This design comes from an exercise in tuning for small area, a short achievable clock period and few clock cycles on the open sky130 flow, not from production work.
Function was not checked in any run shown here: the RTL went through the layout flow alone.
No activity file was given, so power comes from the tool's default toggle rates.

## design/flow/design.v

```verilog
`timescale 1ns / 1ps
module control#(parameter m=3, w=220, h=220)(
    input rstn,clk,ready,
    input [(m*m)-1:0] kernel,
    output wire [15:0] img_addr,
    output wire img_rd,
    input [7:0] img_data,
    output wire res_valid,
    output wire [15:0] res_addr,
    output wire [7:0] out,
    output wire finish
    );
    localparam [15:0] ST_ROW   = 16'd220;               
    localparam [15:0] ST_COL   = 16'd1 - 16'd1540;      
    localparam [15:0] ST_STRIP = -16'd440;              
    localparam [15:0] RS_SAME  = -16'd660 - 16'd221;    
    localparam [15:0] RS_PREV  = 16'd1099 - 16'd221;    
    reg        ready_r;
    reg        run;
    reg        rd;
    reg [15:0] ra;
    reg [2:0]  rc;           
    reg [7:0]  cc;           
    reg        last_strip;
    wire start    = ready_r & ~run;
    wire rc_end   = (rc == 3'd7);
    wire cc_end   = (cc == 8'd220);
    wire strip_end = rc_end & cc_end;
    wire prelast  = ra[15] & ra[11] & ~ra[5];
    wire run_end  = last_strip & (cc == 8'd219) & (rc == 3'd3);
    wire [2:0] rc_nx = rc + 3'd1;
    wire last_nx  = last_strip | (strip_end & prelast);
    assign img_rd   = rd;
    assign img_addr = ra;
    always @(posedge clk) ready_r <= ready;
    always @(posedge clk) begin
        if (!rstn) begin
            run <= 1'b0;
            rd  <= 1'b0;
        end else if (start) begin
            run <= 1'b1;
            rd  <= 1'b1;
        end else begin
            if (run_end) run <= 1'b0;
            rd <= run & ~run_end & ~(last_nx & rc_nx[2]);
        end
    end
    always @(posedge clk) begin
        if (start) begin
            ra <= 16'd0;
            rc <= 3'd0;
            cc <= 8'd0;
            last_strip <= 1'b0;
        end else begin
            rc <= rc_nx;
            ra <= ra + (!rc_end ? ST_ROW : !cc_end ? ST_COL : ST_STRIP);
            if (rc_end) cc <= cc_end ? 8'd0 : cc + 8'd1;
            last_strip <= last_nx;
        end
    end
    reg [15:0] rs;
    wire same_col = rc[2] | (rc[1] & rc[0]);           
    always @(posedge clk) rs <= ra + (same_col ? RS_SAME : RS_PREV);
    assign res_addr = rs;
    wire rv = run & (rc >= 3'd2) & (cc >= 8'd2) & ~cc_end & ~(last_strip & rc[2]);
    reg [8:0] kr;
    always @(posedge clk) kr <= kernel;
    reg [7:0] sr [0:16];
    integer i;
    always @(posedge clk) begin
        sr[0] <= img_data;
        for (i = 1; i <= 16; i = i + 1) sr[i] <= sr[i-1];
    end
    wire [7:0] p2 = sr[0];
    wire [7:0] p1 = sr[8];
    wire [7:0] p0 = sr[16];
    wire [9:0] r0 = (p0 & {8{kr[0]}}) + (p1 & {8{kr[1]}}) + (p2 & {8{kr[2]}});
    wire [9:0] r1 = (p0 & {8{kr[3]}}) + (p1 & {8{kr[4]}}) + (p2 & {8{kr[5]}});
    wire [9:0] r2 = (p0 & {8{kr[6]}}) + (p1 & {8{kr[7]}}) + (p2 & {8{kr[8]}});
    reg [9:0]  a0;
    reg [10:0] a1;
    reg [11:0] ws;
    always @(posedge clk) begin
        a0 <= r0;
        a1 <= a0 + r1;
        ws <= a1 + r2;
    end
    wire [5:0] dh = ws[11:6];
    wire [6:0] hl = dh + ws[5:0];
    reg  [3:0] f;
    always @* begin
        case (hl)
            7'd0: f = 4'd0;
            7'd1: f = 4'd0;
            7'd2: f = 4'd0;
            7'd3: f = 4'd0;
            7'd4: f = 4'd0;
            7'd5: f = 4'd0;
            7'd6: f = 4'd0;
            7'd7: f = 4'd0;
            7'd8: f = 4'd0;
            7'd9: f = 4'd1;
            7'd10: f = 4'd1;
            7'd11: f = 4'd1;
            7'd12: f = 4'd1;
            7'd13: f = 4'd1;
            7'd14: f = 4'd1;
            7'd15: f = 4'd1;
            7'd16: f = 4'd1;
            7'd17: f = 4'd1;
            7'd18: f = 4'd2;
            7'd19: f = 4'd2;
            7'd20: f = 4'd2;
            7'd21: f = 4'd2;
            7'd22: f = 4'd2;
            7'd23: f = 4'd2;
            7'd24: f = 4'd2;
            7'd25: f = 4'd2;
            7'd26: f = 4'd2;
            7'd27: f = 4'd3;
            7'd28: f = 4'd3;
            7'd29: f = 4'd3;
            7'd30: f = 4'd3;
            7'd31: f = 4'd3;
            7'd32: f = 4'd3;
            7'd33: f = 4'd3;
            7'd34: f = 4'd3;
            7'd35: f = 4'd3;
            7'd36: f = 4'd4;
            7'd37: f = 4'd4;
            7'd38: f = 4'd4;
            7'd39: f = 4'd4;
            7'd40: f = 4'd4;
            7'd41: f = 4'd4;
            7'd42: f = 4'd4;
            7'd43: f = 4'd4;
            7'd44: f = 4'd4;
            7'd45: f = 4'd5;
            7'd46: f = 4'd5;
            7'd47: f = 4'd5;
            7'd48: f = 4'd5;
            7'd49: f = 4'd5;
            7'd50: f = 4'd5;
            7'd51: f = 4'd5;
            7'd52: f = 4'd5;
            7'd53: f = 4'd5;
            7'd54: f = 4'd6;
            7'd55: f = 4'd6;
            7'd56: f = 4'd6;
            7'd57: f = 4'd6;
            7'd58: f = 4'd6;
            7'd59: f = 4'd6;
            7'd60: f = 4'd6;
            7'd61: f = 4'd6;
            7'd62: f = 4'd6;
            7'd63: f = 4'd7;
            7'd64: f = 4'd7;
            7'd65: f = 4'd7;
            7'd66: f = 4'd7;
            7'd67: f = 4'd7;
            7'd68: f = 4'd7;
            7'd69: f = 4'd7;
            7'd70: f = 4'd7;
            7'd71: f = 4'd7;
            7'd72: f = 4'd8;
            7'd73: f = 4'd8;
            7'd74: f = 4'd8;
            7'd75: f = 4'd8;
            7'd76: f = 4'd8;
            7'd77: f = 4'd8;
            7'd78: f = 4'd8;
            7'd79: f = 4'd8;
            7'd80: f = 4'd8;
            7'd81: f = 4'd9;
            7'd82: f = 4'd9;
            7'd83: f = 4'd9;
            7'd84: f = 4'd9;
            7'd85: f = 4'd9;
            7'd86: f = 4'd9;
            7'd87: f = 4'd9;
            7'd88: f = 4'd9;
            7'd89: f = 4'd9;
            7'd90: f = 4'd10;
            7'd91: f = 4'd10;
            7'd92: f = 4'd10;
            7'd93: f = 4'd10;
            7'd94: f = 4'd10;
            7'd95: f = 4'd10;
            7'd96: f = 4'd10;
            7'd97: f = 4'd10;
            7'd98: f = 4'd10;
            default: f = 4'd0;
        endcase
    end
    reg [7:0] q_r;
    always @(posedge clk) q_r <= {dh, 3'b0} - dh + f;
    assign out = q_r;
    reg [3:0] vp;
    reg [3:0] fp;
    always @(posedge clk) begin
        if (!rstn) begin vp <= 0; fp <= 0; end
        else begin vp <= {vp[2:0], rv}; fp <= {fp[2:0], run_end}; end
    end
    assign res_valid = vp[3];
    assign finish = fp[3];
endmodule
```

## design/flow/run.sh

```bash
#!/bin/bash
# synth_recipe.tcl (not shown) runs the flow's synth.tcl, then flattens the netlist and writes it again
# the make line also repeats each setting of config.mk as NAME=value (left out here)
make -C /OpenROAD-flow-scripts/flow DESIGN_CONFIG=/design/flow/config.mk WORK_HOME=/design/flow/orfs CLKGATE_MAP_FILE= SYNTH_SCRIPT=/design/flow/synth_recipe.tcl finish
```

## design/flow/config.mk

```make
export PLATFORM = sky130hd
export DESIGN_NAME = control
export DESIGN_NICKNAME = control
export VERILOG_FILES = /design/flow/design.v
export SDC_FILE = /design/flow/constraint.sdc
export NUM_CORES = 4
export LEC_CHECK = 0
export CAP_MARGIN = 20
export CORE_MARGIN = 2
export CORE_UTILIZATION = 40
export SLEW_MARGIN = 20
```

## design/flow/constraint.sdc

```tcl
create_clock -name core_clock -period 13.0 [get_ports {clk}]
set_input_delay 2.6000 -clock core_clock [delete_from_list [all_inputs] [get_ports {clk}]]
set_output_delay 2.6000 -clock core_clock [all_outputs]
set_load 0.01 [all_outputs]
```

==> run summary, run 1 <==
* Switching Fraction at 34.1%
* Register clock-pin slew on the reported worst setup and hold paths at 0.06 ns
* WL final at 16.4 mm
* Clock network fraction of total power at 24.7%
* Final worst-path cycle share at 32.2%
* Source of the worst register-to-register timing path: ws[6]
* H-tree lvl count at 1
* Data required time at the worst endpoint at 10.40 ns
* Total leakage power at 0.00504 uW
* Aggregate global routing overflow at 0
* Count of distinct cell types in the synthesized netlist at 59
* Mapped Nets at 984
* Setup-violating endpoint count in the final report at 0
* Number of placed instances, taps included at 1,220
* Clock tree from TritonCTS: built
* Worst max-slew margin expressed relative to the limit at 54.3%
* I/O pins at 63
* Pwr Density at 262 mW/mm2
* Post-Synthesis Mean Instance Area at 11.3 um2
* Initial standard-cell utilization of the core at 40.5%
* Result of the run: complete, no violations
* Largest area contributor in the netlist: sky130_fd_sc_hd__dfxtp_1
* Antenna violations before repair at 0
* Worst voltage drop across the vdd grid at 0.147 mV
* Path type of the worst min-delay path: register to register
* Number of flops mapped to enable cells by yosys at 0
* Setup tns final at 0 ns
* FFs w/ async S/R, synth at 0%
* Crit path launch type: register
* Top library cells by usage in the layout, fill and taps aside: sky130_fd_sc_hd__dfxtp_1, sky130_fd_sc_hd__ha_1, sky130_fd_sc_hd__inv_1, sky130_fd_sc_hd__nand2_1, sky130_fd_sc_hd__clkdlybuf4s50_1
* Max Fclk at 239 MHz
* Vias per cell at 4.62
* Type of element capturing the critical path: primary output
* Internal portion of total power at 1960 uW
* Horiz. Die Dim at 158 um
* Detailed placement HPWL at 12.2 mm
* Main area contributors after synthesis: sky130_fd_sc_hd__dfxtp_1, sky130_fd_sc_hd__ha_1, sky130_fd_sc_hd__fa_1, sky130_fd_sc_hd__xnor2_1, sky130_fd_sc_hd__and2_1
* Final core occ at 48.6%
* Clock latency on the worst-skew pair at 0.52 ns
* IO buf count at 62
* RSZ-0062 raised after global routing: no
* Worst-path fanout max at 7
* Number of buffers created by CTS at 25
* Reported max-cap violation count at 0
* Top-area cell type share of the netlist area at 50.8%
* 1st-iter DRT viols at 207
* Post-synth top flop: sky130_fd_sc_hd__dfxtp_1
* Most common cell after layout, fill and taps aside: sky130_fd_sc_hd__dfxtp_1
* Die extent in y at 158 um
* Layout Cells excl Fill at 1,264
* Core region area at 0.0234 mm2
* DRC violation count after routing at 0
* Synthesis-to-layout area growth at 19.8%
* Post-layout min period at 4.19 ns
* Source of the critical timing path: ra[6]
* Combined area of all synthesized cells at 0.00949 mm2
* Share of layout cells above drive strength 1 at 6.67%
* Worst Path Class, Setup: register to primary output
* Worst setup skew after layout at 0.0181 ns
* Part of the total power dissipated in combinational logic at 43.5%
* Post-CTS repair timing setup buffer count at 0
* Highest-delay cell along the critical path: sky130_fd_sc_hd__clkdlybuf4s50_1
* Maximum number of buffers from clock root to sink at 3
* Routed length per placed instance at 13.0 um
* Count of vias placed by the detailed router at 5,836
* Count of pins over their slew limit at 0
* Largest net degree at the start of global routing at 18
* Number of clock sinks at 241
* ANT nets after route at 0
* All-layer global routing usage at 13.3%
* Synthesis Warnings at 2
* Sw power at 1020 uW
* Root Driver: sky130_fd_sc_hd__clkbuf_16
* Inserted Diodes at 0
* Proportion of power drawn by flip-flops and latches at 31.7%
* Endpoint arrival time on the critical path at 1.59 ns
* Hold buffer count at cts at 0
* Least-Margin Pin Slew at 0.684 ns
* Standard-cell rows at 56
* Number of iterations in the first detailed-routing pass at 4
* Internal reg-to-reg setup slack at 9.07 ns
* Worst-case reg-to-reg path depth at 16
* Worst path bufs/invs at 1
* Critical hold path startpoint: sr[6][4]
* Cell-by-cell listing of the critical path: clkdlybuf4s50_1
* Final weighted congestion in routability-driven placement at 0.806
* Largest delay contributor family on the critical path: buffers and inverters
* Final hold violations at 0
* Final nets at 1,071
* Reg-to-reg critical path endpoint: q_r[7]
* Register bit count reported by yosys at 241
* First-pass GRT wire length at 26.6 mm
* Filler cell count at 2,161
* Die Area at 0.0250 mm2
* PostCTS Resize Cnt at 0
* Vias in the first global route at 5,575
* Worst path depth at 1
* Setup crit end: img_addr[6]
* Sequential fraction of the synthesis area at 50.8%
* Delay of the slowest cell on the worst path at 0.60 ns
* Mapped Cells at 841
## power by group through the flow
stage,clock [uW],combinational [uW],sequential (uW)
5_1_grt,789,1480,956
3_5_place_dp,0,1300,962
3_3_place_gp,0,1280,958
4_1_cts,756,1310,946
6_report,736,1300,944
2_1_floorplan,0,984,965
## cell usage after synthesis, drive strengths merged (2+ instances only)
master and n:
xnor2 37, dfxtp 241, ha 79, nor3b 2
nor2 39, inv 71, nand2b 4, or4 3
nand3b 2, o21a 8, a211o 3, o31ai 4
nand2 67, a2111oi 3, or3 7, o21bai 5
maj3 2, nor2b 7, or2 5, a31oi 3
and3 6, a21boi 3, o211ai 6, nor3 17
o31a 3, fa 44, a21o 13, xor2 23
and2 45, clkbuf 3, nor4 3, a21oi 35
a311oi 3, o21ai 20, a211oi 3, nand4 5
nand3 5
## cells by family (layout without fill, tap and decap cells)
family,count (synthesis),count (layout),share of synthesized area (%)
multiplexers,1,1,0.105
XOR/XNOR,60,60,5.74
AND/OR/NAND/NOR,220,220,11.9
AO/OA/AOI/OAI,120,120,8.60
flip-flops,241,241,50.8
adder cells (fa/ha/maj),125,125,19.9
buffers and inverters,74,178,2.93
## worst min path at each step
stage / cells past startpoint / slack [ns] / end
2_1_floorplan: 0 / 0.31 / sr[10][0]
3_3_place_gp: 0 / 0.31 / sr[14][7]
3_5_place_dp: 0 / 0.31 / sr[10][1]
4_1_cts: 0 / 0.32 / sr[14][4]
5_1_grt: 0 / 0.33 / sr[14][4]
6_report: 0 / 0.32 / sr[7][4]
## registers in the layout, summed over array words and instances, names as in the netlist
register,cells
sr,136
ra,16
rs,16
ws,12
a1,11
a0,10
kr,9
cc,8
q_r,8
fp,4
vp,4
rc,3
last_strip,1
rd,1
ready_r,1
run,1
## worst reg2reg max path, cell delays in order, from the launching register on
cell,delay [ns]
sky130_fd_sc_hd__dfxtp_1,0.34
sky130_fd_sc_hd__ha_1,0.23
sky130_fd_sc_hd__fa_1,0.41
sky130_fd_sc_hd__xor2_1,0.57
sky130_fd_sc_hd__nor2_1,0.08
sky130_fd_sc_hd__or3_1,0.32
sky130_fd_sc_hd__a21oi_1,0.18
sky130_fd_sc_hd__o32a_1,0.17
sky130_fd_sc_hd__ha_1,0.23
sky130_fd_sc_hd__ha_1,0.23
sky130_fd_sc_hd__fa_1,0.41
sky130_fd_sc_hd__a21oi_1,0.14
sky130_fd_sc_hd__nor2_1,0.05
sky130_fd_sc_hd__nor2_1,0.15
sky130_fd_sc_hd__o21bai_1,0.08
sky130_fd_sc_hd__a21oi_1,0.17
sky130_fd_sc_hd__xnor2_1,0.13
## metal layers
metal | track usage, % | wire, um | up-vias | part of all wire, %
met4 | 3.86 | 286 | 0 | 1.7
met3 | 2.66 | 654 | 27 | 4.0
met2 | 20.7 | 7070 | 83 | 43
met5 | 0 | 0 | - | 0
met1 | 18.7 | 8420 | 2752 | 51
li1 | - | - | 2974 | -
## metrics by stage
step           total power (uW)  hold slack (ns)  area [um2]  setup slack [ns]
6_report                   2980            0.319       11400              8.81
5_1_grt                    3220            0.326       11400              8.77
4_1_cts                    3010            0.324       11400              8.79
3_5_place_dp               2260            0.312       10500              9.08
3_3_place_gp               2240            0.310       10500              9.16
2_1_floorplan              1950            0.310        9490              9.35
## final cells by class
class	instances	area [um2]	area share, %
clock buffers	31	678	5.97
well taps	319	399	3.51
multi-input cells	526	4390	38.6
clock inverters	13	181	1.60
repair buffers	63	628	5.53
inverters	71	267	2.35
flip-flops and latches	241	4820	42.5
==> inputs of run 2 (changes only) <==
==> design/flow/flow/run.sh (new file) <==
#!/bin/bash
# Standard ORFS layout (the standard.sh, unchanged synthesis), with the
# port buffers made from buf_2 cells instead of the default buffer cell.
set -euo pipefail
export BUFFER_PORTS_ARGS="-buffer_cell sky130_fd_sc_hd__buf_2"
bash standard.sh > standard.log 2>&1
==> design/flow/standard.sh (new file) <==
#!/bin/bash
# synth_recipe.tcl (not shown) runs the flow's synth.tcl, then flattens the netlist and writes it again
# the make line also repeats each setting of config.mk as NAME=value (left out here)
make -C /OpenROAD-flow-scripts/flow DESIGN_CONFIG=/design/flow/config.mk WORK_HOME=/design/flow/orfs CLKGATE_MAP_FILE= SYNTH_SCRIPT=/design/flow/synth_recipe.tcl "${@:-finish}"
removed: design/flow/run.sh
==> run 2 against run 1 <==
Clock power down 0.5%. Count of clock-buffer cells in the layout up 6. Sequential cell count unchanged. First-iteration DRC count up 15%. Critical path depth up 15. Largest power group unchanged.
==> run summary, run 2 <==
* Clock tree from TritonCTS: built
* Internal reg-to-reg setup slack at 9.03 ns (-0.04 ns)
* Compound-Gate Fraction of Synth Area at 8.60% (unchanged)
* Number of buffers created by CTS at 25 (unchanged)
* 1st-iter DRT viols at 239 (+15%)
* Post-CTS repair timing setup buffer count at 0 (unchanged)
* Largest area contributor in the netlist: sky130_fd_sc_hd__dfxtp_1
* Internal portion of total power at 1920 uW (-2.1%)
* Cell types with the highest counts after synthesis: sky130_fd_sc_hd__dfxtp_1, sky130_fd_sc_hd__ha_1, sky130_fd_sc_hd__inv_1, sky130_fd_sc_hd__nand2_1
* Least-Margin Pin Slew at 0.673 ns (-0.0104 ns)
* Register with the highest flop count: sr
* Result of the run: complete, no violations
* Switching Fraction at 34.4% (+0.22 points)
* Synthesis Warnings at 2 (unchanged)
* Vias per cell at 4.65 (+0.73%)
* Type of element capturing the critical path: register
* Total leakage power at 0.00506 uW (+0.53%)
* Largest net degree at the start of global routing at 17 (-1)
* WL final at 16.3 mm (-1.0%)
* Sequential fraction of the synthesis area at 50.8% (unchanged)
* FFs w/ async S/R, synth at 0% (unchanged)
* RSZ-0062 raised after global routing: no
* Proportion of power drawn by flip-flops and latches at 32.3% (+0.6 points)
* Synthesis-to-layout area growth at 16.5%
* Maximum number of buffers from clock root to sink at 3 (unchanged)
* Data required time at the worst endpoint at 13.43 ns (+3.03 ns)
* Register clock-pin slew on the reported worst setup and hold paths at 0.06 ns (about the same)
* Core region area at 0.0234 mm2 (unchanged)
* Number of placed instances, taps included at 1,220 (unchanged)
* Routed length per placed instance at 12.8 um (-1.1%)
* Place WS at 9.08 ns (+0.00359 ns)
* Final hold violations at 0 (unchanged)
* ANT nets after route at 0 (unchanged)
* H-tree lvl count at 1 (unchanged)
* Crit path launch type: register
* Path type of the worst min-delay path: register to register
* Area of combinational cells with multiple inputs at 0.00439 mm2 (unchanged)
* Clock latency on the worst-skew pair at 0.51 ns (about the same)
* PnR Total Power at 2920 uW (-1.7%)
* All-layer global routing usage at 13.6% (+0.34 points)
* Reported max-cap violation count at 0 (unchanged)
* Source of the worst register-to-register timing path: ws[7]
* Share of layout cells above drive strength 1 at 12.8% (+6.1 points)
* Final nets at 1,071 (unchanged)
* Layout Cells excl Fill at 1,265 (+0.079%)
* Count of vias placed by the detailed router at 5,883 (+0.81%)
* Worst voltage drop across the vdd grid at 0.144 mV (-2.3%)
* Final worst-path cycle share at 30.5% (-1.7 points)
* PostCTS Resize Cnt at 0 (unchanged)
* Worst max-slew margin expressed relative to the limit at 55.0% (+0.69 points)
* Setup-violating endpoint count in the final report at 0 (unchanged)
* Aggregate global routing overflow at 0 (unchanged)
* Worst setup skew after layout at 0.0124 ns (-0.00569 ns)
* Area fraction in and, or, nand and nor cells after synthesis at 11.9% (unchanged)
* Register bit count reported by yosys at 241 (unchanged)
* Count of distinct cell types in the synthesized netlist at 59 (unchanged)
* Post-layout min period at 3.97 ns (-0.222 ns)
* Sequential cell area at 0.00482 mm2 (unchanged)
* Top-area cell type share of the netlist area at 50.8% (unchanged)
* Worst Path Class, Setup: register to register
* Filler cell count at 2,190 (+1.3%)
* Count leader, synth: sky130_fd_sc_hd__dfxtp_1
* Die extent in y at 158 um (unchanged)
* Fraction of the mapped netlist area in adder cells at 19.9% (unchanged)
* Number of flops mapped to enable cells by yosys at 0 (unchanged)
* Setup tns final at 0 ns (unchanged)
* Final weighted congestion in routability-driven placement at 0.823 (+2.1%)
* Detailed placement HPWL at 12.2 mm (-0.19%)
* Standard-cell rows at 56 (unchanged)
* Post-Synthesis Mean Instance Area at 11.3 um2 (unchanged)
* Flip-flop count of the largest register after layout at 136 (unchanged)
* Vias in the first global route at 5,664 (+1.6%)
* Endpoint arrival time on the critical path at 4.40 ns (+2.81 ns)
* Inserted Diodes at 0 (unchanged)
* Die Area at 0.0250 mm2 (unchanged)
* I/O pins at 63 (unchanged)
* Initial standard-cell utilization of the core at 40.5% (unchanged)
* Top Registers: sr: 136 flops, ra: 16 flops, rs: 16 flops
* Main combinational cell family by area after synthesis: adder cells
* Main area contributors after synthesis: sky130_fd_sc_hd__dfxtp_1, sky130_fd_sc_hd__ha_1, sky130_fd_sc_hd__fa_1, sky130_fd_sc_hd__xnor2_1, sky130_fd_sc_hd__and2_1
* Sw power at 1000 uW (-1.1%)
* Part of the total power dissipated in combinational logic at 42.7% (-0.8 points)
* Pwr Density at 264 mW/mm2 (+1.0%)
* Count of pins over their slew limit at 0 (unchanged)
* Worst-case reg-to-reg path depth at 16 (unchanged)
* Top library cells by usage in the layout, fill and taps aside: sky130_fd_sc_hd__dfxtp_1, sky130_fd_sc_hd__ha_1, sky130_fd_sc_hd__inv_1, sky130_fd_sc_hd__nand2_1, sky130_fd_sc_hd__buf_2
* First-pass GRT wire length at 27.6 mm (+3.7%)
* Mapped Nets at 984 (unchanged)
* Post-synthesis xor/xnor area fraction at 5.74% (unchanged)
* Mapped Cells at 841 (unchanged)
* Smallest setup slack after layout at 9.03 ns (+0.222 ns)
* Hold buffer count at cts at 0 (unchanged)
* Share of synthesized area spent on multiplexers at 0.105% (unchanged)
* IO buf count at 62 (unchanged)
* Worst-path fanout max at 4 (-3)
* Number of clock sinks at 241 (unchanged)
* Horiz. Die Dim at 158 um (unchanged)
* Antenna violations before repair at 0 (unchanged)
* Final worst hold slack at 0.323 ns (+0.00331 ns)
* Most common cell after layout, fill and taps aside: sky130_fd_sc_hd__dfxtp_1
* Source of the critical timing path: ws[7]
* Max Fclk at 252 MHz (+5.6%)
* Root Driver: sky130_fd_sc_hd__clkbuf_16
* Reg-to-reg critical path endpoint: q_r[7]
* Clock network fraction of total power at 25.0% (+0.3 points)
* Post-synth top flop: sky130_fd_sc_hd__dfxtp_1
* Combined area of all synthesized cells at 0.00949 mm2 (unchanged)
* DRC violation count after routing at 0 (unchanged)
* Setup crit end: q_r[7]
* Number of iterations in the first detailed-routing pass at 4 (unchanged)
## run 2: final cells by class
type                    count  area share [%]
clock buffers              37            6.43
clock inverters             8            1.38
inverters                  71            2.41
multi-input cells         526            39.7
flip-flops and latches    241            43.6
well taps                 319            3.61
repair buffers             63            2.87
## run 2: power by group through the flow
stage	registers, uW	logic (uW)	clock network (uW)
global placement	958	1230	0
CTS	946	1260	758
finish	944	1250	732
floorplan	965	984	0
detailed placement	962	1250	0
global route	960	1430	793
## run 2: how the worst min path moves through the flow
| stage | startpoint | endpoint | slack (ns) | cells past startpoint |
|---|---|---|---|---|
| after floorplan | sr[9][0] | sr[10][0] | 0.31 | 0 |
| after global placement | sr[2][1] | sr[3][1] | 0.31 | 0 |
| after detailed placement | sr[12][2] | sr[13][2] | 0.31 | 0 |
| after CTS | sr[11][6] | sr[12][6] | 0.32 | 0 |
| after global routing | sr[6][0] | sr[7][0] | 0.33 | 0 |
| final | sr[11][6] | sr[12][6] | 0.32 | 0 |
## run 2: worst max-delay path, cell delays in order, from the launching register on
cell and delay [ns]:
sky130_fd_sc_hd__dfxtp_1 0.44, sky130_fd_sc_hd__ha_1 0.29, sky130_fd_sc_hd__a21o_2 0.19, sky130_fd_sc_hd__a21oi_1 0.23, sky130_fd_sc_hd__xor2_1 0.37, sky130_fd_sc_hd__nand2_1 0.18
sky130_fd_sc_hd__a211oi_1 0.37, sky130_fd_sc_hd__o32a_1 0.22, sky130_fd_sc_hd__ha_1 0.23, sky130_fd_sc_hd__ha_1 0.23, sky130_fd_sc_hd__fa_1 0.41, sky130_fd_sc_hd__a21oi_1 0.14
sky130_fd_sc_hd__nor2_1 0.05, sky130_fd_sc_hd__nor2_1 0.15, sky130_fd_sc_hd__o21bai_1 0.08, sky130_fd_sc_hd__a21oi_1 0.17, sky130_fd_sc_hd__xnor2_1 0.14
## run 2: cells by family after synthesis
family                     after synthesis
xor gates and xnor gates                60
adders and majority gates              125
muxes                                    1
DFF                                    241
buffers and inverters                   74
and+or+nand+nor                        220
AOI/OAI and AO/OA                      120
## run 2: layer usage
layer,GRT usage (%),up-vias,share of wire [%]
met5,0,-,0
met4,3.43,0,1.6
met3,2.68,24,5.4
met2,20.9,109,44
met1,19.7,2763,49
li1,-,2987,-
## run 2: metrics by stage
step / cell area, um2 / util [%]
finish: 11100 / 47.3
detailed placement: 10200 / 43.6
global route: 11100 / 47.3
floorplan: 9490 / -
CTS: 11100 / 47.3
global placement: 10200 / 43.6
==> inputs of run 3 (changes only) <==
--- a/design/flow/config.mk
+++ b/design/flow/config.mk
@@ -7,2 +7,3 @@
 export LEC_CHECK = 0
+export ABC_CLOCK_PERIOD_IN_PS = 3600
 export CAP_MARGIN = 20
==> run 3 against run 2 <==
Maximum frequency stayed put. Worst hold slack unchanged. Global-route usage stayed put. Sequential cell count is the same. Critical path depth did not move.
==> run summary, run 3 <==
* WL final at 16.3 mm (unchanged)
* 1st-iter DRT viols at 239 (unchanged)
* Aggregate global routing overflow at 0 (unchanged)
* Worst-case reg-to-reg path depth at 16 (unchanged)
* Largest net degree at the start of global routing at 17 (unchanged)
* Register with the highest flop count: sr
* Total leakage power at 0.00506 uW (unchanged)
* Path type of the worst min-delay path: register to register
* Die extent in y at 158 um (unchanged)
* First-pass GRT wire length at 27.6 mm (unchanged)
* Top Registers: sr: 136 flops, ra: 16 flops, rs: 16 flops
* Endpoint arrival time on the critical path at 4.40 ns (about the same)
* Top-area cell type share of the netlist area at 50.8% (unchanged)
* Clock latency on the worst-skew pair at 0.51 ns (about the same)
* Filler cell count at 2,190 (unchanged)
* Count leader, synth: sky130_fd_sc_hd__dfxtp_1
* Post-layout min period at 3.97 ns (unchanged)
* Least-Margin Pin Slew at 0.673 ns (unchanged)
* Result of the run: complete, no violations
* Worst-path fanout max at 4 (unchanged)
* Initial standard-cell utilization of the core at 40.5% (unchanged)
* Register clock-pin slew on the reported worst setup and hold paths at 0.06 ns (about the same)
* IO buf count at 62 (unchanged)
* Largest area contributor in the netlist: sky130_fd_sc_hd__dfxtp_1
* Final nets at 1,071 (unchanged)
* Number of placed instances, taps included at 1,220 (unchanged)
* Final weighted congestion in routability-driven placement at 0.823 (unchanged)
* Routed length per placed instance at 12.8 um (unchanged)
* Setup-violating endpoint count in the final report at 0 (unchanged)
* Number of flops mapped to enable cells by yosys at 0 (unchanged)
* Post-synth top flop: sky130_fd_sc_hd__dfxtp_1
* Combined area of all synthesized cells at 0.00949 mm2 (unchanged)
* Number of clock sinks at 241 (unchanged)
* Register bit count reported by yosys at 241 (unchanged)
* Max Fclk at 252 MHz (unchanged)
* Sequential fraction of the synthesis area at 50.8% (unchanged)
* Count of distinct cell types in the synthesized netlist at 59 (unchanged)
* Number of iterations in the first detailed-routing pass at 4 (unchanged)
* Share of layout cells above drive strength 1 at 12.8% (unchanged)
* Count of vias placed by the detailed router at 5,883 (unchanged)
* Smallest setup slack after layout at 9.03 ns (unchanged)
* Most common cell after layout, fill and taps aside: sky130_fd_sc_hd__dfxtp_1
* Pwr Density at 264 mW/mm2 (unchanged)
* Count of pins over their slew limit at 0 (unchanged)
* Worst Path Class, Setup: register to register
* Number of buffers created by CTS at 25 (unchanged)
* Root Driver: sky130_fd_sc_hd__clkbuf_16
* Maximum number of buffers from clock root to sink at 3 (unchanged)
* Die Area at 0.0250 mm2 (unchanged)
* Post-CTS repair timing setup buffer count at 0 (unchanged)
* Mapped Nets at 984 (unchanged)
* Core region area at 0.0234 mm2 (unchanged)
* Horiz. Die Dim at 158 um (unchanged)
* Data required time at the worst endpoint at 13.43 ns (about the same)
* Main area contributors after synthesis: sky130_fd_sc_hd__dfxtp_1, sky130_fd_sc_hd__ha_1, sky130_fd_sc_hd__fa_1, sky130_fd_sc_hd__xnor2_1, sky130_fd_sc_hd__and2_1
* Detailed placement HPWL at 12.2 mm (unchanged)
* Hold buffer count at cts at 0 (unchanged)
* I/O pins at 63 (unchanged)
* Worst setup skew after layout at 0.0124 ns (unchanged)
* Antenna violations before repair at 0 (unchanged)
* Setup tns final at 0 ns (unchanged)
* Crit path launch type: register
* Post-Synthesis Mean Instance Area at 11.3 um2 (unchanged)
* H-tree lvl count at 1 (unchanged)
* Final hold violations at 0 (unchanged)
* Synthesis Warnings at 2 (unchanged)
* Vias per cell at 4.65 (unchanged)
* Vias in the first global route at 5,664 (unchanged)
* Cell depth of the worst min-delay path at 0 (unchanged)
* Worst voltage drop across the vdd grid at 0.144 mV (unchanged)
* ANT nets after route at 0 (unchanged)
* Inserted Diodes at 0 (unchanged)
* Top library cells by usage in the layout, fill and taps aside: sky130_fd_sc_hd__dfxtp_1, sky130_fd_sc_hd__ha_1, sky130_fd_sc_hd__inv_1, sky130_fd_sc_hd__nand2_1, sky130_fd_sc_hd__buf_2
* Final worst-path cycle share at 30.5% (unchanged)
* Standard-cell rows at 56 (unchanged)
* Cell types with the highest counts after synthesis: sky130_fd_sc_hd__dfxtp_1, sky130_fd_sc_hd__ha_1, sky130_fd_sc_hd__inv_1, sky130_fd_sc_hd__nand2_1
* Layout Cells excl Fill at 1,265 (unchanged)
* Mapped Cells at 841 (unchanged)
* Synthesis-to-layout area growth at 16.5% (unchanged)
* PostCTS Resize Cnt at 0 (unchanged)
* All-layer global routing usage at 13.6% (unchanged)
* Reported max-cap violation count at 0 (unchanged)
* Place WS at 9.08 ns (unchanged)
* Type of element capturing the critical path: register
* Flip-flop count of the largest register after layout at 136 (unchanged)
* FFs w/ async S/R, synth at 0% (unchanged)
* Worst max-slew margin expressed relative to the limit at 55.0% (unchanged)
* Clock tree from TritonCTS: built
* DRC violation count after routing at 0 (unchanged)
* RSZ-0062 raised after global routing: no
run 3: cell counts after synthesis:
Identical to the previous run, type by type.
run 3: kinds of logic (layout without fill, tap and decap cells):
group           count (synthesis)  after routing  synth area share [%]
buf+inv                        74            179                  2.93
fa+ha+maj                     125            125                  19.9
flops                         241            241                  50.8
compound gates                120            120                  8.60
xor+xnor                       60             60                  5.74
mux                             1              1                 0.105
simple gates                  220            220                  11.9
run 3: final cells by class:
cell class              count  area, um2  share of cell area [%]
clock inverters             8        153                    1.38
repair buffers             63        318                    2.87
flip-flops and latches    241       4820                    43.6
inverters                  71        267                    2.41
multi-input cells         526       4390                    39.7
well taps                 319        399                    3.61
clock buffers              37        711                    6.43
run 3: routing by layer:
metal	part of all wire [%]	vias to the layer above	GRT usage, %
li1	-	2987	-
met1	49	2763	19.7
met2	44	109	20.9
met3	5.4	24	2.68
met4	1.6	0	3.43
met5	0	-	0
run 3: report_power, final:
group          total [uW]  internal, uW  switching [uW]
combinational        1250           584             663
clock                 732           458             274
sequential            944           877            67.3
run 3: critical path: stages (launching register included):
cell and delay, ns:
sky130_fd_sc_hd__dfxtp_1 0.44, sky130_fd_sc_hd__ha_1 0.29, sky130_fd_sc_hd__a21o_2 0.19, sky130_fd_sc_hd__a21oi_1 0.23
sky130_fd_sc_hd__xor2_1 0.37, sky130_fd_sc_hd__nand2_1 0.18, sky130_fd_sc_hd__a211oi_1 0.37, sky130_fd_sc_hd__o32a_1 0.22
sky130_fd_sc_hd__ha_1 0.23, sky130_fd_sc_hd__ha_1 0.23, sky130_fd_sc_hd__fa_1 0.41, sky130_fd_sc_hd__a21oi_1 0.14
sky130_fd_sc_hd__nor2_1 0.05, sky130_fd_sc_hd__nor2_1 0.15, sky130_fd_sc_hd__o21bai_1 0.08, sky130_fd_sc_hd__a21oi_1 0.17
sky130_fd_sc_hd__xnor2_1 0.14
run 3: path summary, 6_finish.rpt:
check,start,endpoint,slack (ns)
min reg2reg,sr[11][6],sr[12][6],0.32
max reg2reg,ws[7],q_r[7],9.03
max,ws[7],q_r[7],9.03
min,sr[11][6],sr[12][6],0.32
run 3: per-stage QoR:
| step | cell area, um2 | util, % | hold slack (ns) | total power (uW) |
|---|---|---|---|---|
| floorplan | 9490 | - | 0.310 | 1950 |
| global placement | 10200 | 43.6 | 0.310 | 2190 |
| detailed placement | 10200 | 43.6 | 0.312 | 2210 |
| CTS | 11100 | 47.3 | 0.323 | 2970 |
| global route | 11100 | 47.3 | 0.329 | 3190 |
| finish | 11100 | 47.3 | 0.323 | 2920 |
==> inputs of run 4 (changes only) <==
--- a/design/flow/config.mk
+++ b/design/flow/config.mk
@@ -7,3 +7,3 @@
 export LEC_CHECK = 0
-export ABC_CLOCK_PERIOD_IN_PS = 3600
+export ABC_CLOCK_PERIOD_IN_PS = 3000
 export CAP_MARGIN = 20
==> run 4 against run 3 <==
Still clean on timing, DRC and antenna. Maximum frequency did not move. Via count unchanged. Critical path depth did not move. Critical endpoint unchanged.
==> run summary, run 4 <==
* Path type of the worst min-delay path: register to register
* Share of layout cells above drive strength 1 at 12.8% (unchanged)
* Initial standard-cell utilization of the core at 40.5% (unchanged)
* Synthesis-to-layout area growth at 16.5% (unchanged)
* Top-area cell type share of the netlist area at 50.8% (unchanged)
* Number of buffers created by CTS at 25 (unchanged)
* Mapped Cells at 841 (unchanged)
* Count of vias placed by the detailed router at 5,883 (unchanged)
* Flip-flop count of the largest register after layout at 136 (unchanged)
* I/O pins at 63 (unchanged)
* Largest delay contributor family on the critical path: compound AO/OA/AOI/OAI gates
* IO buf count at 62 (unchanged)
* Top Registers: sr: 136 flops, ra: 16 flops, rs: 16 flops
* Antenna violations before repair at 0 (unchanged)
* Clock latency on the worst-skew pair at 0.51 ns (about the same)
* Die extent in y at 158 um (unchanged)
* Register with the highest flop count: sr
* Highest-delay cell along the critical path: sky130_fd_sc_hd__dfxtp_1
* Mapped Nets at 984 (unchanged)
* Final nets at 1,071 (unchanged)
* Register clock-pin slew on the reported worst setup and hold paths at 0.06 ns (about the same)
* Sw power at 1000 uW (unchanged)
* PnR Total Power at 2920 uW (unchanged)
* 1st-iter DRT viols at 239 (unchanged)
* Vias per cell at 4.65 (unchanged)
* Internal portion of total power at 1920 uW (unchanged)
* Worst Path Class, Setup: register to register
* Synthesis Warnings at 2 (unchanged)
* Largest net degree at the start of global routing at 17 (unchanged)
* Data required time at the worst endpoint at 13.43 ns (about the same)
* Cell-by-cell listing of the critical path: ha_1, a21o_2, a21oi_1, xor2_1, nand2_1, a211oi_1, o32a_1, ha_1, ha_1, fa_1, a21oi_1, nor2_1, nor2_1, o21bai_1, a21oi_1, xnor2_1
* Standard-cell rows at 56 (unchanged)
* First-pass GRT wire length at 27.6 mm (unchanged)
* Main area contributors after synthesis: sky130_fd_sc_hd__dfxtp_1, sky130_fd_sc_hd__ha_1, sky130_fd_sc_hd__fa_1, sky130_fd_sc_hd__xnor2_1, sky130_fd_sc_hd__and2_1
* Final worst-path cycle share at 30.5% (unchanged)
* Placed Area at 0.0102 mm2 (unchanged)
* Hold buffer count at cts at 0 (unchanged)
* Cell types with the highest counts after synthesis: sky130_fd_sc_hd__dfxtp_1, sky130_fd_sc_hd__ha_1, sky130_fd_sc_hd__inv_1, sky130_fd_sc_hd__nand2_1
* Endpoint arrival time on the critical path at 4.40 ns (about the same)
* Number of iterations in the first detailed-routing pass at 4 (unchanged)
* Core region area at 0.0234 mm2 (unchanged)
* Result of the run: complete, no violations
* Total leakage power at 0.00506 uW (unchanged)
* Die Area at 0.0250 mm2 (unchanged)
* Worst setup skew after layout at 0.0124 ns (unchanged)
* Final design area excluding fillers at 0.0111 mm2 (unchanged)
* Routed length per placed instance at 12.8 um (unchanged)
* Crit path launch type: register
* Final weighted congestion in routability-driven placement at 0.823 (unchanged)
* Clock network fraction of total power at 25.0% (about the same)
* Most common cell after layout, fill and taps aside: sky130_fd_sc_hd__dfxtp_1
* Largest area contributor in the netlist: sky130_fd_sc_hd__dfxtp_1
* Delay of the slowest cell on the worst path at 0.44 ns (about the same)
* Part of the total power dissipated in combinational logic at 42.7% (about the same)
* Post-layout min period at 3.97 ns (unchanged)
* WL final at 16.3 mm (unchanged)
* All-layer global routing usage at 13.6% (unchanged)
* Sequential fraction of the synthesis area at 50.8% (unchanged)
* Post-Synthesis Mean Instance Area at 11.3 um2 (unchanged)
* Maximum number of buffers from clock root to sink at 3 (unchanged)
* Post-synth top flop: sky130_fd_sc_hd__dfxtp_1
* H-tree lvl count at 1 (unchanged)
* Register bit count reported by yosys at 241 (unchanged)
* Top library cells by usage in the layout, fill and taps aside: sky130_fd_sc_hd__dfxtp_1, sky130_fd_sc_hd__ha_1, sky130_fd_sc_hd__inv_1, sky130_fd_sc_hd__nand2_1, sky130_fd_sc_hd__buf_2
* Pwr Density at 264 mW/mm2 (unchanged)
* Worst-path fanout max at 4 (unchanged)
* Horiz. Die Dim at 158 um (unchanged)
* Combined area of all synthesized cells at 0.00949 mm2 (unchanged)
* Count of pins over their slew limit at 0 (unchanged)
* Count of distinct cell types in the synthesized netlist at 59 (unchanged)
* Post-CTS repair timing setup buffer count at 0 (unchanged)
* Count leader, synth: sky130_fd_sc_hd__dfxtp_1
* Final core occ at 47.3% (unchanged)
* PostCTS Resize Cnt at 0 (unchanged)
* Least-Margin Pin Slew at 0.673 ns (unchanged)
* Root Driver: sky130_fd_sc_hd__clkbuf_16
* Setup tns final at 0 ns (unchanged)
* Clock tree from TritonCTS: built
* Switching Fraction at 34.4% (unchanged)
* Proportion of power drawn by flip-flops and latches at 32.3% (about the same)
* Number of flops mapped to enable cells by yosys at 0 (unchanged)
* RSZ-0062 raised after global routing: no
* Number of clock sinks at 241 (unchanged)
* Setup-violating endpoint count in the final report at 0 (unchanged)
* Max Fclk at 252 MHz (unchanged)
* Vias in the first global route at 5,664 (unchanged)
* Worst max-slew margin expressed relative to the limit at 55.0% (unchanged)
* ANT nets after route at 0 (unchanged)
* Reported max-cap violation count at 0 (unchanged)
* Inserted Diodes at 0 (unchanged)
* Final hold violations at 0 (unchanged)
* Aggregate global routing overflow at 0 (unchanged)
* DRC violation count after routing at 0 (unchanged)
* Detailed placement HPWL at 12.2 mm (unchanged)
* Type of element capturing the critical path: register
* FFs w/ async S/R, synth at 0% (unchanged)
* Worst voltage drop across the vdd grid at 0.144 mV (unchanged)
* Worst path bufs/invs at 0 (unchanged)
## run 4: cell type report
class                   instances  area [um2]
clock inverters                 8         153
fillers                      2190       12300
well taps                     319         399
multi-input cells             526        4390
inverters                      71         267
flip-flops and latches        241        4820
repair buffers                 63         318
clock buffers                  37         711
## run 4: cells by family (layout without fill, tap and decap cells)
| group | count (synthesis) | in the layout | synth area share [%] |
|---|---|---|---|
| buffers and inverters | 74 | 179 | 2.93 |
| AOI/OAI and AO/OA | 120 | 120 | 8.60 |
| DFF | 241 | 241 | 50.8 |
| muxes | 1 | 1 | 0.105 |
| and+or+nand+nor | 220 | 220 | 11.9 |
| adders and majority gates | 125 | 125 | 19.9 |
| xor gates and xnor gates | 60 | 60 | 5.74 |
## run 4: through the flow
step           std cells  hold slack (ns)  setup WS [ns]
6_report            1265            0.323           9.03
5_1_grt             1265            0.329           8.68
4_1_cts             1265            0.323           9.07
3_5_place_dp        1220            0.312           9.08
3_3_place_gp        1220            0.310           9.16
2_1_floorplan        841            0.310           9.35
## run 4: routing by layer
layer / routed length, um / vias up / part of all wire (%) / global-route usage, %
met4: 261 / 0 / 1.6 / 3.43
met3: 882 / 24 / 5.4 / 2.68
met2: 7080 / 109 / 44 / 20.9
li1: - / 2987 / - / -
met5: 0 / - / 0 / 0
met1: 8030 / 2763 / 49 / 19.7
## run 4: worst paths after layout
path	from	endpoint	slack, ns	cells past startpoint
worst max-delay path	ws[7]	q_r[7]	9.03	16
worst min-delay path	sr[11][6]	sr[12][6]	0.32	0
worst max register to register	ws[7]	q_r[7]	9.03	16
worst min register to register	sr[11][6]	sr[12][6]	0.32	0
## run 4: worst register-to-register path, cell delays in order (launching register included)
cell and delay, ns:
sky130_fd_sc_hd__dfxtp_1 0.44, sky130_fd_sc_hd__ha_1 0.29, sky130_fd_sc_hd__a21o_2 0.19, sky130_fd_sc_hd__a21oi_1 0.23, sky130_fd_sc_hd__xor2_1 0.37, sky130_fd_sc_hd__nand2_1 0.18
sky130_fd_sc_hd__a211oi_1 0.37, sky130_fd_sc_hd__o32a_1 0.22, sky130_fd_sc_hd__ha_1 0.23, sky130_fd_sc_hd__ha_1 0.23, sky130_fd_sc_hd__fa_1 0.41, sky130_fd_sc_hd__a21oi_1 0.14
sky130_fd_sc_hd__nor2_1 0.05, sky130_fd_sc_hd__nor2_1 0.15, sky130_fd_sc_hd__o21bai_1 0.08, sky130_fd_sc_hd__a21oi_1 0.17, sky130_fd_sc_hd__xnor2_1 0.14
## run 4: power by group through the flow
stage,clock network [uW],logic [uW],registers [uW]
floorplan,0,984,965
detailed placement,0,1250,962
global placement,0,1230,958
finish,732,1250,944
global route,793,1430,960
CTS,758,1260,946
==> inputs of run 5 (changes only) <==
==> design/flow/flow/run.sh (replaced) <==
#!/bin/bash
# Standard ORFS layout (the standard.sh, unchanged synthesis), with
# buf_2 port buffers and a smaller clock tree.
set -euo pipefail
export BUFFER_PORTS_ARGS="-buffer_cell sky130_fd_sc_hd__buf_2"
export CTS_ARGS="-sink_clustering_enable -repair_clock_nets -buf_list {sky130_fd_sc_hd__clkbuf_4 sky130_fd_sc_hd__clkbuf_8} -sink_clustering_size 20 -sink_clustering_max_diameter 50 -dont_use_dummy_load"
bash standard.sh > standard.log 2>&1
--- a/design/flow/config.mk
+++ b/design/flow/config.mk
@@ -7,3 +7,2 @@
 export LEC_CHECK = 0
-export ABC_CLOCK_PERIOD_IN_PS = 3000
 export CAP_MARGIN = 20
==> run 5 against run 4 <==
Clock skew increased by 0.049 ns. Area after synthesis unchanged. Worst hold slack got worse by 0.041 ns. Non-clock buffer count unchanged. Sequential cell count unchanged. Synthesized cell count unchanged. Via count decreased by 1.7%. Clock power decreased by 49%. Register-to-register slack about the same. Design area decreased by 4.9%. First-iteration DRC count increased by 2.1%. Critical path type unchanged. Critical endpoint unchanged.
==> run summary, run 5 <==
* Antenna violations before repair at 0 (unchanged)
* Type of element capturing the critical path: register
* Worst voltage drop across the vdd grid at 0.144 mV (-0.25%)
* Maximum number of buffers from clock root to sink at 3 (unchanged)
* Number of flops mapped to enable cells by yosys at 0 (unchanged)
* Most common cell after layout, fill and taps aside: sky130_fd_sc_hd__dfxtp_1
* Worst max-slew margin expressed relative to the limit at 54.4% (-0.60 points)
* Number of iterations in the first detailed-routing pass at 4 (unchanged)
* Initial standard-cell utilization of the core at 40.5% (unchanged)
* FFs w/ async S/R, synth at 0% (unchanged)
* Clock latency on the worst-skew pair at 0.54 ns (+0.03 ns)
* Worst-path fanout max at 10 (+6)
* Worst path bufs/invs at 0 (unchanged)
* Largest delay contributor family on the critical path: adder cells
* Count of distinct cell types in the synthesized netlist at 59 (unchanged)
* Final worst hold slack at 0.282 ns (-0.0406 ns)
* Final worst-path cycle share at 30.6% (+0.11 points)
* First-pass GRT wire length at 27.0 mm (-2.2%)
* PostCTS Resize Cnt at 0 (unchanged)
* Final nets at 1,069 (-0.19%)
* Filler cell count at 2,232 (+1.9%)
* Register bit count reported by yosys at 241 (unchanged)
* Worst setup skew after layout at 0.0614 ns (+0.0490 ns)
* Number of buffers created by CTS at 23 (-8.0%)
* Count leader, synth: sky130_fd_sc_hd__dfxtp_1
* Max Fclk at 251 MHz (-0.36%)
* Final weighted congestion in routability-driven placement at 0.823 (unchanged)
* Endpoint arrival time on the critical path at 4.42 ns (+0.02 ns)
* IO buf count at 62 (unchanged)
* I/O pins at 63 (unchanged)
* Post-synth top flop: sky130_fd_sc_hd__dfxtp_1
* Path type of the worst min-delay path: register to register
* Mapped Nets at 984 (unchanged)
* Flip-flop count of the largest register after layout at 136 (unchanged)
* Data required time at the worst endpoint at 13.44 ns (about the same)
* Result of the run: complete, no violations
* Synthesis Warnings at 2 (unchanged)
* Root Driver: sky130_fd_sc_hd__clkbuf_8
* Share of layout cells above drive strength 1 at 11.6% (-1.2 points)
* Synthesis-to-layout area growth at 10.8%
* Total leakage power at 0.00482 uW (-4.9%)
* Horiz. Die Dim at 158 um (unchanged)
* Clock tree from TritonCTS: built
* Highest-delay cell along the critical path: sky130_fd_sc_hd__xor2_1
* Final core occ at 44.9% (-2.3 points)
* Standard-cell rows at 56 (unchanged)
* Count of pins over their slew limit at 0 (unchanged)
* Smallest setup slack after layout at 9.02 ns (-0.0145 ns)
* Least-Margin Pin Slew at 0.682 ns (+0.00892 ns)
* ANT nets after route at 0 (unchanged)
* Detailed placement HPWL at 12.2 mm (unchanged)
* Area of combinational cells with multiple inputs at 0.00439 mm2 (unchanged)
* All-layer global routing usage at 13.4% (-0.26 points)
* Routed length per placed instance at 12.9 um (+0.44%)
* Number of clock sinks at 241 (unchanged)
* Place WS at 9.08 ns (unchanged)
* Cell types with the highest counts after synthesis: sky130_fd_sc_hd__dfxtp_1, sky130_fd_sc_hd__ha_1, sky130_fd_sc_hd__inv_1, sky130_fd_sc_hd__nand2_1
* Top library cells by usage in the layout, fill and taps aside: sky130_fd_sc_hd__dfxtp_1, sky130_fd_sc_hd__ha_1, sky130_fd_sc_hd__inv_1, sky130_fd_sc_hd__nand2_1, sky130_fd_sc_hd__buf_2
* DRC violation count after routing at 0 (unchanged)
* Top-area cell type share of the netlist area at 50.8% (unchanged)
* Crit path launch type: register
* PnR Total Power at 2570 uW (-12%)
* Post-layout min period at 3.98 ns (+0.0145 ns)
* Delay of the slowest cell on the worst path at 0.57 ns (+0.13 ns)
* Inserted Diodes at 0 (unchanged)
* Reported max-cap violation count at 0 (unchanged)
* WL final at 16.0 mm (-1.3%)
* Pwr Density at 244 mW/mm2 (-7.7%)
* Register with the highest flop count: sr
* 1st-iter DRT viols at 244 (+2.1%)
* Hold buffer count at cts at 0 (unchanged)
* Die extent in y at 158 um (unchanged)
* Main area contributors after synthesis: sky130_fd_sc_hd__dfxtp_1, sky130_fd_sc_hd__ha_1, sky130_fd_sc_hd__fa_1, sky130_fd_sc_hd__xnor2_1, sky130_fd_sc_hd__and2_1
* Vias in the first global route at 5,591 (-1.3%)
* Vias per cell at 4.65 (about the same)
* Final hold violations at 0 (unchanged)
* Mapped Cells at 841 (unchanged)
* Combined area of all synthesized cells at 0.00949 mm2 (unchanged)
* Die Area at 0.0250 mm2 (unchanged)
* H-tree lvl count at 1 (unchanged)
* Aggregate global routing overflow at 0 (unchanged)
* Core region area at 0.0234 mm2 (unchanged)
* Register clock-pin slew on the reported worst setup and hold paths at 0.10 ns (+0.04 ns)
* Largest net degree at the start of global routing at 21 (+4)
* Post-Synthesis Mean Instance Area at 11.3 um2 (unchanged)
* Top Registers: sr: 136 flops, ra: 16 flops, rs: 16 flops
* Sequential fraction of the synthesis area at 50.8% (unchanged)
* Worst Path Class, Setup: register to register
* RSZ-0062 raised after global routing: no
* Cell-by-cell listing of the critical path: ha_1, fa_1, xor2_1, nor2_1, or3_1, a21oi_1, o32a_1, ha_1, ha_1, fa_1, a21oi_1, nor2_1, nor2_1, o21bai_1, a21oi_1, xnor2_1
* Post-CTS repair timing setup buffer count at 0 (unchanged)
* Setup-violating endpoint count in the final report at 0 (unchanged)
* Count of vias placed by the detailed router at 5,783 (-1.7%)
* Largest area contributor in the netlist: sky130_fd_sc_hd__dfxtp_1
* Sequential cell area at 0.00482 mm2 (unchanged)
* Setup tns final at 0 ns (unchanged)
==> run 5: cell counts after synthesis <==
Identical to the previous run, type by type.
==> run 5: path summary, 6_finish.rpt <==
check                           cells past startpoint  slack (ns)      start         to
worst min register to register                      0        0.28  sr[14][6]  sr[15][6]
worst max register to register                     16        9.02      ws[6]     q_r[7]
worst min-delay path                                0        0.28  sr[14][6]  sr[15][6]
worst max-delay path                               16        9.02      ws[6]     q_r[7]
==> run 5: area by class of cell <==
class	instances	area share, %
Tap cell	319	3.80
Sequential cell	241	45.9
Inverter	71	2.54
Timing Repair Buffer	63	3.02
Clock buffer	23	3.01
Multi-Input combinational cell	526	41.7
==> run 5: cells by family after synthesis <==
family / count (synthesis) / share of synthesized area, %
XOR/XNOR: 60 / 5.74
adder cells (fa/ha/maj): 125 / 19.9
multiplexers: 1 / 0.105
flip-flops: 241 / 50.8
buffers and inverters: 74 / 2.93
AND/OR/NAND/NOR: 220 / 11.9
AO/OA/AOI/OAI: 120 / 8.60
==> run 5: where the power goes <==
group / internal [uW] / switching, uW
registers: 876 / 67.6
logic: 584 / 661
clock network: 157 / 219
total: 1620 / 948
==> run 5: metal layers <==
| layer | up-vias | GRT usage (%) | share of wire [%] |
|---|---|---|---|
| li1 | 2957 | - | - |
| met1 | 2717 | 19.5 | 52 |
| met2 | 83 | 20.4 | 43 |
| met3 | 26 | 2.24 | 3.3 |
| met4 | 0 | 3.99 | 2.1 |
| met5 | - | 0 | 0 |
==> run 5: metrics by stage <==
stage	area, um2	instances
detailed placement	10200	1220
finish	10500	1243
global placement	10200	1220
global route	10500	1243
CTS	10500	1243
floorplan	9490	841
==> inputs of run 6 (changes only) <==
==> design/flow/flow/run.sh (replaced) <==
#!/bin/bash
# Standard ORFS layout (the standard.sh, unchanged synthesis), with
# buf_2 port buffers and a smaller clock tree.
set -euo pipefail
export BUFFER_PORTS_ARGS="-buffer_cell sky130_fd_sc_hd__buf_2"
export CTS_ARGS="-sink_clustering_enable -repair_clock_nets -buf_list sky130_fd_sc_hd__clkbuf_16 -sink_clustering_size 30 -sink_clustering_max_diameter 60 -dont_use_dummy_load"
bash standard.sh > standard.log 2>&1
==> run 6 against run 5 <==
Worst hold slack better by 0.019 ns. Synthesized cell count unchanged. Worst setup slack better by 0.012 ns. Utilization up 0.68 points. Global-route usage up 0.097 points. First-iteration DRC count down 15%. Clock power up 31%. Area after synthesis unchanged. Critical path depth unchanged. Design area up 1.5%. Maximum frequency up 0.31%. Sequential cell count unchanged. Highest routed layer unchanged.
==> run summary, run 6 <==
* Pwr Density at 251 mW/mm2 (+3.0%)
* Standard-cell rows at 56 (unchanged)
* Largest net degree at the start of global routing at 31 (+48%)
* Count of pins over their slew limit at 0 (unchanged)
* Sequential fraction of the synthesis area at 50.8% (unchanged)
* Internal portion of total power at 1720 uW (+6.2%)
* FFs w/ async S/R, synth at 0% (unchanged)
* I/O pins at 63 (unchanged)
* Switching Fraction at 35.9% (-1.0 points)
* Sw power at 963 uW (+1.6%)
* Initial standard-cell utilization of the core at 40.5% (unchanged)
* Worst-path fanout max at 10 (unchanged)
* DRC violation count after routing at 0 (unchanged)
* Cell-by-cell listing of the critical path: ha_1, fa_1, xor2_1, nor2_1, or3_1, a21oi_1, o32a_1, ha_1, ha_1, fa_1, a21oi_1, nor2_1, nor2_1, o21bai_1, a21oi_1, xnor2_1
* Most utilized layer in the global route result: met2
* Worst max-slew margin expressed relative to the limit at 54.7% (+0.33 points)
* Type of element capturing the critical path: register
* H-tree lvl count at 1 (unchanged)
* Number of buffers created by CTS at 19 (-17%)
* Largest area contributor in the netlist: sky130_fd_sc_hd__dfxtp_1
* Clock network fraction of total power at 18.3% (+3.6 points)
* Data required time at the worst endpoint at 13.39 ns (-0.05 ns)
* Mapped Nets at 984 (unchanged)
* Place WS at 9.08 ns (unchanged)
* Clock latency on the worst-skew pair at 0.51 ns (-0.03 ns)
* WL final at 16.1 mm (+0.55%)
* Clock tree from TritonCTS: built
* Flip-flop count of the largest register after layout at 136 (unchanged)
* Fraction of the mapped netlist area in adder cells at 19.9% (unchanged)
* Post-CTS repair timing setup buffer count at 0 (unchanged)
* Cell depth of the worst min-delay path at 0 (unchanged)
* Area fraction in and, or, nand and nor cells after synthesis at 11.9% (unchanged)
* Source of the worst register-to-register timing path: ws[6]
* Setup-violating endpoint count in the final report at 0 (unchanged)
* Cell types with the highest counts after synthesis: sky130_fd_sc_hd__dfxtp_1, sky130_fd_sc_hd__ha_1, sky130_fd_sc_hd__inv_1, sky130_fd_sc_hd__nand2_1
* Layout Cells excl Fill at 1,239 (-0.32%)
* Horiz. Die Dim at 158 um (unchanged)
* Count of distinct cell types in the synthesized netlist at 59 (unchanged)
* Post-Synthesis Mean Instance Area at 11.3 um2 (unchanged)
* Final worst-path cycle share at 30.5% (-0.096 points)
* Smallest setup slack after layout at 9.03 ns (+0.0125 ns)
* Worst Path Class, Setup: register to register
* Aggregate global routing overflow at 0 (unchanged)
* Top library cells by usage in the layout, fill and taps aside: sky130_fd_sc_hd__dfxtp_1, sky130_fd_sc_hd__ha_1, sky130_fd_sc_hd__inv_1, sky130_fd_sc_hd__nand2_1, sky130_fd_sc_hd__buf_2
* Root Driver: sky130_fd_sc_hd__clkbuf_16
* Register bit count reported by yosys at 241 (unchanged)
* Combined area of all synthesized cells at 0.00949 mm2 (unchanged)
* Register clock-pin slew on the reported worst setup and hold paths at 0.10 ns (about the same)
* Main area contributors after synthesis: sky130_fd_sc_hd__dfxtp_1, sky130_fd_sc_hd__ha_1, sky130_fd_sc_hd__fa_1, sky130_fd_sc_hd__xnor2_1, sky130_fd_sc_hd__and2_1
* Share of layout cells above drive strength 1 at 11.2% (-0.38 points)
* Total leakage power at 0.00488 uW (+1.4%)
* Hold buffer count at cts at 0 (unchanged)
* PostCTS Resize Cnt at 0 (unchanged)
* Part of the total power dissipated in combinational logic at 46.5% (-2.1 points)
* Final hold violations at 0 (unchanged)
* Largest delay contributor family on the critical path: adder cells
* Endpoint arrival time on the critical path at 4.36 ns (-0.06 ns)
* Post-layout min period at 3.97 ns (-0.0125 ns)
* Top-area cell type share of the netlist area at 50.8% (unchanged)
* Top Registers: sr: 136 flops, ra: 16 flops, rs: 16 flops
* Worst-case reg-to-reg path depth at 16 (unchanged)
* Register with the highest flop count: sr
* Setup tns final at 0 ns (unchanged)
* Mapped Cells at 841 (unchanged)
* Count of vias placed by the detailed router at 5,774 (-0.16%)
* Worst setup skew after layout at 0.0427 ns (-0.0187 ns)
* Number of clock sinks at 241 (unchanged)
* Post-synth top flop: sky130_fd_sc_hd__dfxtp_1
* Max Fclk at 252 MHz (+0.31%)
* Crit path launch type: register
* Met2 track demand over resource at 20.4% (unchanged)
* Highest-delay cell along the critical path: sky130_fd_sc_hd__xor2_1
* IO buf count at 62 (unchanged)
* Number of iterations in the first detailed-routing pass at 4 (unchanged)
* ANT nets after route at 0 (unchanged)
* 1st-iter DRT viols at 207 (-15%)
* Core region area at 0.0234 mm2 (unchanged)
* Filler cell count at 2,225 (-0.31%)
* Compound-Gate Fraction of Synth Area at 8.60% (unchanged)
* Delay of the slowest cell on the worst path at 0.56 ns (about the same)
* Met3 track demand over resource in global routing at 2.63% (+0.38 points)
* Least-Margin Pin Slew at 0.677 ns (-0.00496 ns)
* Reported max-cap violation count at 0 (unchanged)
* Most common cell after layout, fill and taps aside: sky130_fd_sc_hd__dfxtp_1
* Share of synthesized area spent on multiplexers at 0.105% (unchanged)
* Path type of the worst min-delay path: register to register
* Hold worst-path end: sr[7][3]
* Critical hold path startpoint: sr[6][3]
* Vias per cell at 4.66 (+0.17%)
* Post-synthesis xor/xnor area fraction at 5.74% (unchanged)
* First-pass GRT wire length at 27.1 mm (+0.23%)
* Maximum number of buffers from clock root to sink at 3 (unchanged)
* Die extent in y at 158 um (unchanged)
* Number of flops mapped to enable cells by yosys at 0 (unchanged)
* Synthesis Warnings at 2 (unchanged)
* Main combinational cell family by area after synthesis: adder cells
* Die Area at 0.0250 mm2 (unchanged)
* Count leader, synth: sky130_fd_sc_hd__dfxtp_1
* Final nets at 1,065 (-0.37%)
* All-layer global routing usage at 13.5% (+0.097 points)
* Routed length per placed instance at 13.0 um (+0.88%)
* Detailed placement HPWL at 12.2 mm (unchanged)
* Internal reg-to-reg setup slack at 9.03 ns (about the same)
* Reg-to-reg critical path endpoint: q_r[7]
* Antenna violations before repair at 0 (unchanged)
* Worst path bufs/invs at 0 (unchanged)
* Inserted Diodes at 0 (unchanged)
* RSZ-0062 raised after global routing: no
* Result of the run: complete, no violations
* Vias in the first global route at 5,556 (-0.63%)
* Final weighted congestion in routability-driven placement at 0.823 (unchanged)
* Worst voltage drop across the vdd grid at 0.143 mV (about the same)
* Proportion of power drawn by flip-flops and latches at 35.2% (-1.6 points)
* Synthesis-to-layout area growth at 12.4%
* Met1 Track Usage GR at 19.7% (+0.23 points)
* Number of placed instances, taps included at 1,220 (unchanged)
==> run 6: cell counts after synthesis <==
Identical to the previous run, type by type.
==> run 6: worst max-delay path by stage <==
stage | start | endpoint | slack (ns) | cells after the start
after global placement | ws[6] | q_r[7] | 9.16 | 18
after floorplan | ws[6] | q_r[7] | 9.35 | 18
after CTS | ws[6] | q_r[7] | 9.04 | 18
final | ws[6] | q_r[7] | 9.03 | 16
after detailed placement | ws[7] | q_r[7] | 9.08 | 16
after global routing | ws[7] | q_r[7] | 8.67 | 16
==> run 6: per-layer routing <==
metal,vias to the layer above,part of all wire (%)
met5,-,0
met4,0,1.5
met3,19,4.2
met2,83,43
met1,2722,51
li1,2950,-
==> run 6: kinds of logic after synthesis <==
group	count (synthesis)
DFF	241
and+or+nand+nor	220
adders and majority gates	125
AOI/OAI and AO/OA	120
buffers and inverters	74
xor gates and xnor gates	60
muxes	1
==> run 6: per-stage QoR <==
| step | area, um2 | power [uW] | hold slack, ns | utilization (%) |
|---|---|---|---|---|
| 6_report | 10700 | 2680 | 0.301 | 45.6 |
| 5_1_grt | 10700 | 2940 | 0.306 | 45.6 |
| 4_1_cts | 10700 | 2720 | 0.303 | 45.6 |
| 3_5_place_dp | 10200 | 2210 | 0.312 | 43.6 |
| 3_3_place_gp | 10200 | 2190 | 0.310 | 43.6 |
| 2_1_floorplan | 9490 | 1950 | 0.310 | - |
==> run 6: area by class of cell <==
cell class,instances,area (um2),share of cell area (%)
clock buffer,19,475,4.46
inverter,71,267,2.50
multi-input combinational,526,4390,41.1
sequential,241,4820,45.2
tap,319,399,3.74
timing repair buffer,63,318,2.98
==> run 6: power groups by stage <==
| stage | clock, uW | sequential (uW) | combinational, uW |
|---|---|---|---|
| floorplan | 0 | 965 | 984 |
| global placement | 0 | 958 | 1230 |
| detailed placement | 0 | 962 | 1250 |
| CTS | 512 | 946 | 1260 |
| global route | 544 | 960 | 1430 |
| finish | 491 | 944 | 1250 |

==> re-timing with driven ports <==
In the flow no input, the clock included, has a driving cell. The finished layouts below were timed again as built, in two steps. Step 1: set_driving_cell puts a clkbuf_16 on clk and a buf_2 on each other input, an assumption about the parent block. Step 2 also shifts input and output timing later by t, the mid clock arrival at the registers, as if the neighbouring blocks saw the same clock. a / b / c = ideal / step 1 / step 2; a / b = the first two.
run | t, ns | slack for setup (ns) | hold slack, ns
run 1 | 0.557 | 8.813 / 8.764 / 9.072 | 0.319 / 0.319 / 0.319
run 2 | 0.548 | 9.035 / 9.035 / 9.035 | 0.323 / 0.323 / 0.323
run 3 | 0.548 | 9.035 / 9.035 / 9.035 | 0.323 / 0.323 / 0.323
run 4 | 0.548 | 9.035 / 9.035 / 9.035 | 0.323 / 0.323 / 0.323
run 5 | 0.550 | 9.020 / 9.020 / 9.020 | 0.282 / 0.282 / 0.282
run 6 | 0.532 | 9.033 / 9.033 / 9.033 | 0.301 / 0.301 / 0.301
After both steps every run listed still meets setup and hold.
